This design comes from an exercise in tuning for small area on the open sky130 flow, not from production work.
Where RTL was checked, it was by simulation tests only, not by an equivalence proof against the original.

## run 1
Design crc32, start of the top module:
module crc32 (
  input         crc_en,
  input [511:0] data_in,
  output [31:0] crc_out,
  input         clk,
  input         rst
);
For scale: about 3000 cells after synthesis, about 550 I/O pins.
export LEC_CHECK = 0
export CAP_MARGIN = 20
export CORE_MARGIN = 2
export CORE_UTILIZATION = 28
export GPL_ROUTABILITY_DRIVEN = 1
export SLEW_MARGIN = 20
export SYNTH_HIERARCHICAL = 1
export SYNTH_MINIMUM_KEEP_SIZE = 0
create_clock -name core_clock -period 8.0 [get_ports {clk}]
run.sh (not shown) runs the stock make flow with config.mk's settings and CLKGATE_MAP_FILE= SYNTH_SCRIPT=/design/flow/synth_recipe.tcl, a recipe that flattens the netlist after the stock synthesis.
Run 1 -> stages 100% | layout checks FAIL | negative setup slack
Setup changes, run 1 to run 2
Settings: a change of CORE_UTILIZATION from 28 to 20.
==> comparison <==
Run 2 reached the end of the flow, and the finished layout is clean on the timing, DRC and antenna checks.
Going from run 1 to run 2, number of ordinary and repair buffers in the finished layout grows by 236.
Run 2 vs run 1, overall fraction of global-route tracks in use went down by 8.2 points.
The worst endpoint data arrival time of run 2 falls short of that of run 1 by 0.92 ns.
From run 1 to run 2 the numbers moved as follows: worst setup slack after placement picked up an extra 0.61 ns, final cell count picked up an extra 728, sequential share of layout area neither gained nor lost much.
Per the comparison of run 2 with run 1, total routed wire length on the met1 layer shows an increase of about 40%; number of inserted diodes shows an increase of 1; worst reg-to-reg path cell count shows a reduction of 1.
Run 2 vs run 1, minimum period implied by the final worst setup slack went down by 0.98 ns.
Here is what was changed in the inputs of run 3 compared with run 2.
Settings: changing CORE_UTILIZATION from 20 to 40.
[summary]
Seen in the log of run 3: GRT-0116 during global routing, after which the run never completed.
Run 3 against run 2: starting density of the core rose 20 points, count of cells resized by post-cts repair rose 1, minimum setup slack after placement fell by 1.04 ns.
diff inputs: run 3 => run 4
Settings: changing SLEW_MARGIN from 20 to 0; changing CAP_MARGIN from 20 to 0; changing CORE_UTILIZATION from 40 to 60.
## What came out
The log for run 4 ends in global routing with error GRT-0116, so the run never completed. Between run 3 and run 4, height of the die is higher for run 3, run 4 comes in under that. [compare] base=run 3 new=run 4: half-perimeter wire length of the detailed placement result -22%; initial core utilization +20 points. Run 4 has standard-cell row count below what run 3 had.
No run of this note included a check of the RTL's function; only the layout flow was run.

========
Setup of run B:
crc32, a different RTL version from the one above (not shown whole).
Size in the first run: about 2200 cells after synthesis, roughly 32 flip-flops, roughly 550 I/O pins.
export LEC_CHECK = 0
export CAP_MARGIN = 20
export CORE_MARGIN = 2
export CORE_UTILIZATION = 40
export CTS_BUF_LIST = sky130_fd_sc_hd__clkbuf_8
export GPL_ROUTABILITY_DRIVEN = 1
export GPL_TIMING_DRIVEN = 0
export SLEW_MARGIN = 20
export SYNTH_HIERARCHICAL = 1
export SYNTH_MINIMUM_KEEP_SIZE = 0
create_clock -name core_clock -period 8.0 [get_ports {clk}]
standard.sh (not shown) runs the stock make flow with config.mk's settings and CLKGATE_MAP_FILE= SYNTH_SCRIPT=/design/flow/synth_recipe.tcl, a recipe that flattens the netlist after the stock synthesis.
==> flow/flow/run.sh <==
#!/bin/bash
set -euo pipefail
export BUFFER_PORTS_ARGS="-buffer_cell sky130_fd_sc_hd__buf_1"
R=orfs/results/sky130hd/crc32/base
bash standard.sh synth > standard_synth.log 2>&1
sed -i -E 's/sky130_fd_sc_hd__mux2_(2|4|8) /sky130_fd_sc_hd__mux2_1 /' $R/1_2_yosys.v
rm -f $R/1_synth.odb $R/1_synth.sdc
bash standard.sh finish > standard_finish.log 2>&1
What the final checks of run B revealed, after a flow that finished every stage, was a layout that fails on setup timing.
For run C, these inputs were changed with respect to run B:
Settings: GPL_TIMING_DRIVEN removed (was 0).
--- a/flow/flow/run.sh
+++ b/flow/flow/run.sh
@@ -2,4 +2,5 @@
 set -euo pipefail
 export BUFFER_PORTS_ARGS="-buffer_cell sky130_fd_sc_hd__buf_1"
+export GPL_KEEP_OVERFLOW=0
 R=orfs/results/sky130hd/crc32/base
 bash standard.sh synth > standard_synth.log 2>&1
### Flow results
Run C reached the final stage; the timing, DRC and antenna checks on its layout passed.
Looking at end of the critical path, the lfsr_q[26]$_DFFE_PP1P_ result is from run B; the lfsr_q[8]$_DFFE_PP1P_ one comes from run C.
Hold slack of run C is on par with run B.
Diff run B and run C: worst setup slack after layout lower in run B
Between run B and run C, the post-synthesis xor/xnor area fraction does not differ in any meaningful way.
For number of placed cells counting well taps, run B and run C come out practically identical.
Comparing run B and run C, the higher last weighted congestion value of the routability-driven placer was measured on run C.
Comparing run B against run C, there is no change at all in count of cells along the worst hold path.
In the route summary, run C ends up with a via count exceeding that of run B.
Run comparison: run B top layer used by detailed routing met4; run C top layer used by detailed routing met5
Clock buffer instance count of the final layout (higher): run B

========
## job 101
crc32, a different RTL version from the one above (not shown whole).
Size: about 2,200 cells after synthesis, about 32 flip-flops, ~550 I/O pins.
Settings: LEC_CHECK=0, CAP_MARGIN=10, CORE_MARGIN=2, CORE_UTILIZATION=30, CTS_BUF_LIST=sky130_fd_sc_hd__clkbuf_8, GPL_ROUTABILITY_DRIVEN=1, GPL_TIMING_DRIVEN=0, SLEW_MARGIN=10, SYNTH_HIERARCHICAL=1, SYNTH_MINIMUM_KEEP_SIZE=0; clock period 8.0 ns.
==> flow/flow/run.sh <==
#!/bin/bash
set -euo pipefail
export BUFFER_PORTS_ARGS="-buffer_cell sky130_fd_sc_hd__buf_1"
R=orfs/results/sky130hd/crc32/base
bash standard.sh synth > standard_synth.log 2>&1
sed -i -E 's/sky130_fd_sc_hd__mux2_(2|4|8) /sky130_fd_sc_hd__mux2_1 /' $R/1_2_yosys.v
rm -f $R/1_synth.odb $R/1_synth.sdc
bash standard.sh finish > standard_finish.log 2>&1
Job 101: all stages done; final checks FAILED (max-capacitance violations, max-slew violations).
## Diff of input files: job 102 against job 101
- CAP_MARGIN: 10 -> 20
- CORE_UTILIZATION: 30 -> 40
- SLEW_MARGIN: 10 -> 20
### Flow results
- In summary, job 102 completed successfully, with a layout that passed the timing, DRC and antenna checks.
- As far as number of sequential cells goes, job 101 and job 102 are indistinguishable; the numbers are identical.
- From job 101 to job 102 the numbers moved as follows: clock tree buffer count of the final layout has increased, maximum frequency has decreased.
- Job 101 vs job 102, start point of the critical path: data_in[178] vs data_in[247]
The inputs of job 103 differ from those of job 102 as listed below.
- CORE_UTILIZATION: 40 -> 25
Results
NOTE final instance count without filler cells job 102->job 103 increased by more than 10%. Against job 102 as the reference, job 103 delivers a higher core outline area. Taking job 102 as the reference point, the post-detailed-routing wire length of job 103 rises by 16%. Share of the clock period used by the worst path after layout: job 103 vs job 102 down 2.8 points. Die height: job 103 > job 102. Note that the last weighted congestion value of the routability-driven placer recorded for job 103 amounts to 0.928 times the value seen in job 102.

========
crc32, a different RTL version from the one above (not shown whole).
Size in the first run: roughly 2300 cells after synthesis, about 32 flip-flops, roughly 21000 um^2 of cells after synthesis.
// crc32
module crc32 (
  input         crc_en,
  input [511:0] data_in,
  output [31:0] crc_out,
  input         clk,
  input         rst
);
Settings: LEC_CHECK=0, CAP_MARGIN=20, CORE_MARGIN=2, CORE_UTILIZATION=30, GPL_ROUTABILITY_DRIVEN=1, SLEW_MARGIN=20, SYNTH_HIERARCHICAL=1, SYNTH_MINIMUM_KEEP_SIZE=0; clock period 8.0 ns.
==> flow/flow/run.sh <==
#!/bin/bash
set -euo pipefail
export BUFFER_PORTS_ARGS="-buffer_cell sky130_fd_sc_hd__buf_1"
export GPL_KEEP_OVERFLOW=0
R=orfs/results/sky130hd/crc32/base
bash standard.sh synth > standard_synth.log 2>&1
sed -i -E 's/sky130_fd_sc_hd__mux2_(2|4|8) /sky130_fd_sc_hd__mux2_1 /' $R/1_2_yosys.v
rm -f $R/1_synth.odb $R/1_synth.sdc
bash standard.sh finish > standard_finish.log 2>&1
Then changed:
==> flow/run.sh (new file) <==
#!/bin/bash
# synth_recipe.tcl (not shown) runs the flow's synth.tcl, then flattens the netlist and writes it again
# the make line also repeats each setting of config.mk as NAME=value (left out here)
make -C /OpenROAD-flow-scripts/flow DESIGN_CONFIG=/design/flow/config.mk WORK_HOME=/design/flow/orfs CLKGATE_MAP_FILE= SYNTH_SCRIPT=/design/flow/synth_recipe.tcl finish
- CORE_UTILIZATION: 30 -> 20
removed: flow/flow/run.sh
removed: flow/standard.sh
Outcome:
- critical path depth is higher by 2
- cell area is higher by 23%
- core utilization is lower by 6.4 points
- wire length is higher by 12%
- hold slack loses 0.014 ns
- worst setup slack gains 0.37 ns
- area after synthesis is higher by 0.55%
Then changed:
==> flow/flow/run.sh (new file) <==
#!/bin/bash
# The standard layout, with the port buffers made from the smallest buffer cell
# (every input and output port still gets its own buffer).
set -euo pipefail
export BUFFER_PORTS_ARGS="-buffer_cell sky130_fd_sc_hd__buf_1"
bash standard.sh finish > standard_finish.log 2>&1
==> flow/standard.sh (new file) <==
#!/bin/bash
# synth_recipe.tcl (not shown) runs the flow's synth.tcl, then flattens the netlist and writes it again
# the make line also repeats each setting of config.mk as NAME=value (left out here)
make -C /OpenROAD-flow-scripts/flow DESIGN_CONFIG=/design/flow/config.mk WORK_HOME=/design/flow/orfs CLKGATE_MAP_FILE= SYNTH_SCRIPT=/design/flow/synth_recipe.tcl "${@:-finish}"
- CORE_UTILIZATION: 20 -> 30
removed: flow/run.sh
Outcome: The changed run ran to the end with no violations; count of clock-buffer cells in the layout stays the same; fmax rises by a little under a tenth; global-route usage increases by 14 points; wire length goes down by a little under a tenth; first-iteration DRC count came out higher by about a fifth; critical path depth went down by 1; design area drops by about a fifth; die area came out lower by a quarter to a third.
Then changed:
==> flow/run.sh (new file) <==
#!/bin/bash
# synth_recipe.tcl (not shown) runs the flow's synth.tcl, then flattens the netlist and writes it again
# the make line also repeats each setting of config.mk as NAME=value (left out here)
make -C /OpenROAD-flow-scripts/flow DESIGN_CONFIG=/design/flow/config.mk WORK_HOME=/design/flow/orfs CLKGATE_MAP_FILE= SYNTH_SCRIPT=/design/flow/synth_recipe.tcl finish
- CORE_UTILIZATION: 30 -> 40
removed: flow/flow/run.sh
removed: flow/standard.sh
This time the run finished but failed the layout checks on setup timing.
Cell area rises by about 10%.
Clock-buffer cell count went down by 1.
Via count rises by 4.0%.
Sequential share of layout area shrinks by 0.30 points.
Worst setup slack got worse by 1.1 ns.
Die area drops by about 25%.
Non-clock buffer count shrinks by 95.
Synthesized cell count stays the same.
Synthesized area stays the same.

========
build 42:
Starting RTL as in the previous note.
clock: 8.0 ns
lec_check: 0
cap_margin: 20
core_margin: 2
core_utilization: 30
gpl_routability_driven: 1
gpl_timing_driven: 0
slew_margin: 20
synth_hierarchical: 1
synth_minimum_keep_size: 0
==> flow/flow/run.sh <==
#!/bin/bash
# The standard layout, with the port buffers made from the smallest buffer cell
# (every input and output port still gets its own buffer).
set -euo pipefail
export BUFFER_PORTS_ARGS="-buffer_cell sky130_fd_sc_hd__buf_1"
bash standard.sh finish > standard_finish.log 2>&1
The inputs of build 63 differ from those of build 42 as listed below.
# build 42
export LEC_CHECK = 0
export CAP_MARGIN = 20
export CORE_MARGIN = 2
export CORE_UTILIZATION = 30
export GPL_ROUTABILITY_DRIVEN = 1
export GPL_TIMING_DRIVEN = 0
export SLEW_MARGIN = 20
export SYNTH_HIERARCHICAL = 1
export SYNTH_MINIMUM_KEEP_SIZE = 0
create_clock -name core_clock -period 8.0 [get_ports {clk}]
# build 63
export LEC_CHECK = 0
export CAP_MARGIN = 20
export CORE_MARGIN = 2
export CORE_UTILIZATION = 30
export GPL_ROUTABILITY_DRIVEN = 1
export SLEW_MARGIN = 20
export SYNTH_HIERARCHICAL = 1
export SYNTH_MINIMUM_KEEP_SIZE = 0
create_clock -name core_clock -period 8.0 [get_ports {clk}]
==> flow/run.sh (new file) <==
#!/bin/bash
# synth_recipe.tcl (not shown) runs the flow's synth.tcl, then flattens the netlist and writes it again
# the make line also repeats each setting of config.mk as NAME=value (left out here)
make -C /OpenROAD-flow-scripts/flow DESIGN_CONFIG=/design/flow/config.mk WORK_HOME=/design/flow/orfs CLKGATE_MAP_FILE= SYNTH_SCRIPT=/design/flow/synth_recipe.tcl finish
removed: flow/flow/run.sh
removed: flow/standard.sh
Notes after the runs:
Summary: final worst slack, build 63 better than build 42
Build 63 ends up with a maximum fanout along the worst path that is 1 higher than in build 42.
Build 63 against build 42: met3 track demand over resource went up 3.4 points; highest achievable clock rate went up about 3.7%; wire length went up 2.8%.
A last element of the critical path of lfsr_q[0]$_DFFE_PP1P_ is what build 63 shows, while lfsr_q[10]$_DFFE_PP1P_ belongs to build 42.
Relative to build 63, the following input files were edited for build 5:
# build 63
export LEC_CHECK = 0
export CAP_MARGIN = 20
export CORE_MARGIN = 2
export CORE_UTILIZATION = 30
export GPL_ROUTABILITY_DRIVEN = 1
export SLEW_MARGIN = 20
export SYNTH_HIERARCHICAL = 1
export SYNTH_MINIMUM_KEEP_SIZE = 0
create_clock -name core_clock -period 8.0 [get_ports {clk}]
# build 5
export LEC_CHECK = 0
export CAP_MARGIN = 20
export CORE_MARGIN = 2
export CORE_UTILIZATION = 35
export GPL_ROUTABILITY_DRIVEN = 1
export SLEW_MARGIN = 20
export SYNTH_HIERARCHICAL = 1
export SYNTH_MINIMUM_KEEP_SIZE = 0
create_clock -name core_clock -period 8.0 [get_ports {clk}]
==> flow/flow/run.sh (new file) <==
#!/bin/bash
# The standard layout, with the port buffers made from the smallest buffer cell
# (every input and output port still gets its own buffer).
set -euo pipefail
export BUFFER_PORTS_ARGS="-buffer_cell sky130_fd_sc_hd__buf_1"
bash standard.sh finish > standard_finish.log 2>&1
==> flow/standard.sh (new file) <==
#!/bin/bash
# synth_recipe.tcl (not shown) runs the flow's synth.tcl, then flattens the netlist and writes it again
# the make line also repeats each setting of config.mk as NAME=value (left out here)
make -C /OpenROAD-flow-scripts/flow DESIGN_CONFIG=/design/flow/config.mk WORK_HOME=/design/flow/orfs CLKGATE_MAP_FILE= SYNTH_SCRIPT=/design/flow/synth_recipe.tcl "${@:-finish}"
removed: flow/run.sh
### Flow results
The total half-perimeter wirelength after legalization and detailed placement in build 5 was lower than what build 63 gave. Via count of the routed design: build 63 vs build 5, no meaningful difference. Build 5 against build 63: maximum single-stage delay on the critical path barely changed, detailed-routing iteration count for the pre-antenna-repair pass barely changed, sequential cell count barely changed, setup slack on the worst flop-to-flop path dropped 0.17 ns.
diff inputs: build 5 => build 6
# build 5
export LEC_CHECK = 0
export CAP_MARGIN = 20
export CORE_MARGIN = 2
export CORE_UTILIZATION = 35
export GPL_ROUTABILITY_DRIVEN = 1
export SLEW_MARGIN = 20
export SYNTH_HIERARCHICAL = 1
export SYNTH_MINIMUM_KEEP_SIZE = 0
create_clock -name core_clock -period 8.0 [get_ports {clk}]
# build 6
export LEC_CHECK = 0
export CAP_MARGIN = 20
export CORE_MARGIN = 2
export CORE_UTILIZATION = 30
export CTS_BUF_LIST = sky130_fd_sc_hd__clkbuf_8
export GPL_ROUTABILITY_DRIVEN = 1
export GPL_TIMING_DRIVEN = 0
export SLEW_MARGIN = 20
export SYNTH_HIERARCHICAL = 1
export SYNTH_MINIMUM_KEEP_SIZE = 0
create_clock -name core_clock -period 8.0 [get_ports {clk}]
==> flow/flow/run.sh <==
#!/bin/bash
set -euo pipefail
export BUFFER_PORTS_ARGS="-buffer_cell sky130_fd_sc_hd__buf_1"
R=orfs/results/sky130hd/crc32/base
bash standard.sh synth > standard_synth.log 2>&1
sed -i -E 's/sky130_fd_sc_hd__mux2_(2|4|8) /sky130_fd_sc_hd__mux2_1 /' $R/1_2_yosys.v
rm -f $R/1_synth.odb $R/1_synth.sdc
bash standard.sh finish > standard_finish.log 2>&1
==> comparison <==
- For the number of antenna violations at the first check in global routing, build 6 came in 1 lower than build 5 did.
- Build 6 reports a lower post-route core utilization than build 5 does.
- When the final numbers for build 5 and build 6 were put side by side, the synthesized area turned out to be greater in build 5.
- Die boundary height of build 6 exceeds that of build 5 by a little under 10%.
- The routed wire length of build 5 and that of build 6 are within noise of each other.
- Compared with build 5, in build 6 iteration-0 DRC count of the detailed router shows a reduction of 561, area of all placed cells without fillers shows a reduction of 570 µm², worst setup slack shows a reduction of 0.54 ns.
- Build 6 ended with less number of vias in the routed layout than build 5.
- Diff build 5 -> build 6 | first-pass GRT wire length | down slightly
#### Input delta (build 14 over build 6)
# build 6
export LEC_CHECK = 0
export CAP_MARGIN = 20
export CORE_MARGIN = 2
export CORE_UTILIZATION = 30
export CTS_BUF_LIST = sky130_fd_sc_hd__clkbuf_8
export GPL_ROUTABILITY_DRIVEN = 1
export GPL_TIMING_DRIVEN = 0
export SLEW_MARGIN = 20
export SYNTH_HIERARCHICAL = 1
export SYNTH_MINIMUM_KEEP_SIZE = 0
create_clock -name core_clock -period 8.0 [get_ports {clk}]
# build 14
export LEC_CHECK = 0
export CAP_MARGIN = 20
export CORE_MARGIN = 2
export CORE_UTILIZATION = 30
export GPL_ROUTABILITY_DRIVEN = 1
export GPL_TIMING_DRIVEN = 0
export SLEW_MARGIN = 20
export SYNTH_HIERARCHICAL = 1
export SYNTH_MINIMUM_KEEP_SIZE = 0
create_clock -name core_clock -period 8.0 [get_ports {clk}]
Findings:
The final layout from build 14, which completed every stage, passed the timing, DRC and antenna checks at the end of the flow.
| overall routing resource usage | build 6 vs build 14 | ≈ equal |
Any difference in design area between build 14 and build 6 is small enough to ignore.
On filler-free cell count of the finished design, build 6 tracks build 14 almost exactly.
On build 14: synthesis-to-layout area growth is 0.22 points higher than what build 6 gave.
On worst setup slack for register-to-register paths, build 14 does better than build 6.
Compared with build 6, in build 14 final worst-path setup slack moved up, delay of the slowest cell on the worst path moved down.
Reported for build 6 and build 14, I/O pin total turned out identical to the last digit.

==> what the ideal ports hide <==
In the flow no input, the clock included, has a driving cell. The finished layouts below were timed again as built, in two steps. Step 1 (the two cells are an assumption about what drives the block):
set clk [get_ports {clk}]
set_driving_cell -lib_cell sky130_fd_sc_hd__clkbuf_16 $clk
set_driving_cell -lib_cell sky130_fd_sc_hd__buf_2 [delete_from_list [all_inputs] $clk]
Step 2 adds t to the input delays and takes it off the output delays; t is the mean of the earliest and latest rising clock arrival at the registers after step 1. Input paths then give back, and output paths get back, about the clock's delay inside the block. Slacks: ideal / step 1 / step 2; pairs: ideal / step 1.
run | t, ns | setup slack, ns | cell pins on the clock port's net
run 1 | 0.370 | -0.186 / -0.178 / -0.548 | 1
run 2 | 0.408 | 0.795 / 0.826 / 0.418 | 1
run B | 0.329 | -0.293 / -0.292 / -0.621 | 1
run C | 0.329 | 0.366 / 0.376 / 0.047 | 1
job 101 | 0.338 | 0.325 / 0.328 / -0.010 | 1
job 102 | 0.329 | 0.288 / 0.294 / -0.035 | 1
job 103 | 0.330 | 0.511 / 0.523 / 0.193 | 1
the first run of note 4 | 0.337 | 0.086 / 0.110 / -0.227 | 1
the second run of note 4 | 0.336 | 0.455 / 0.469 / 0.133 | 1
the third run of note 4 | 0.332 | 0.970 / 0.985 / 0.653 | 1
the fourth run of note 4 | 0.327 | -0.090 / -0.083 / -0.409 | 1
build 42 | 0.336 | 0.245 / 0.255 / -0.081 | 1
build 63 | 0.332 | 0.518 / 0.536 / 0.204 | 1
build 5 | 0.323 | 0.704 / 0.710 / 0.388 | 1
build 6 | 0.344 | 0.168 / 0.180 / -0.164 | 1
build 14 | 0.328 | 0.239 / 0.246 / -0.081 | 1
The setup slack of run 2, which loses most, moves by +0.031 ns with the drivers and by -0.377 ns with both steps.
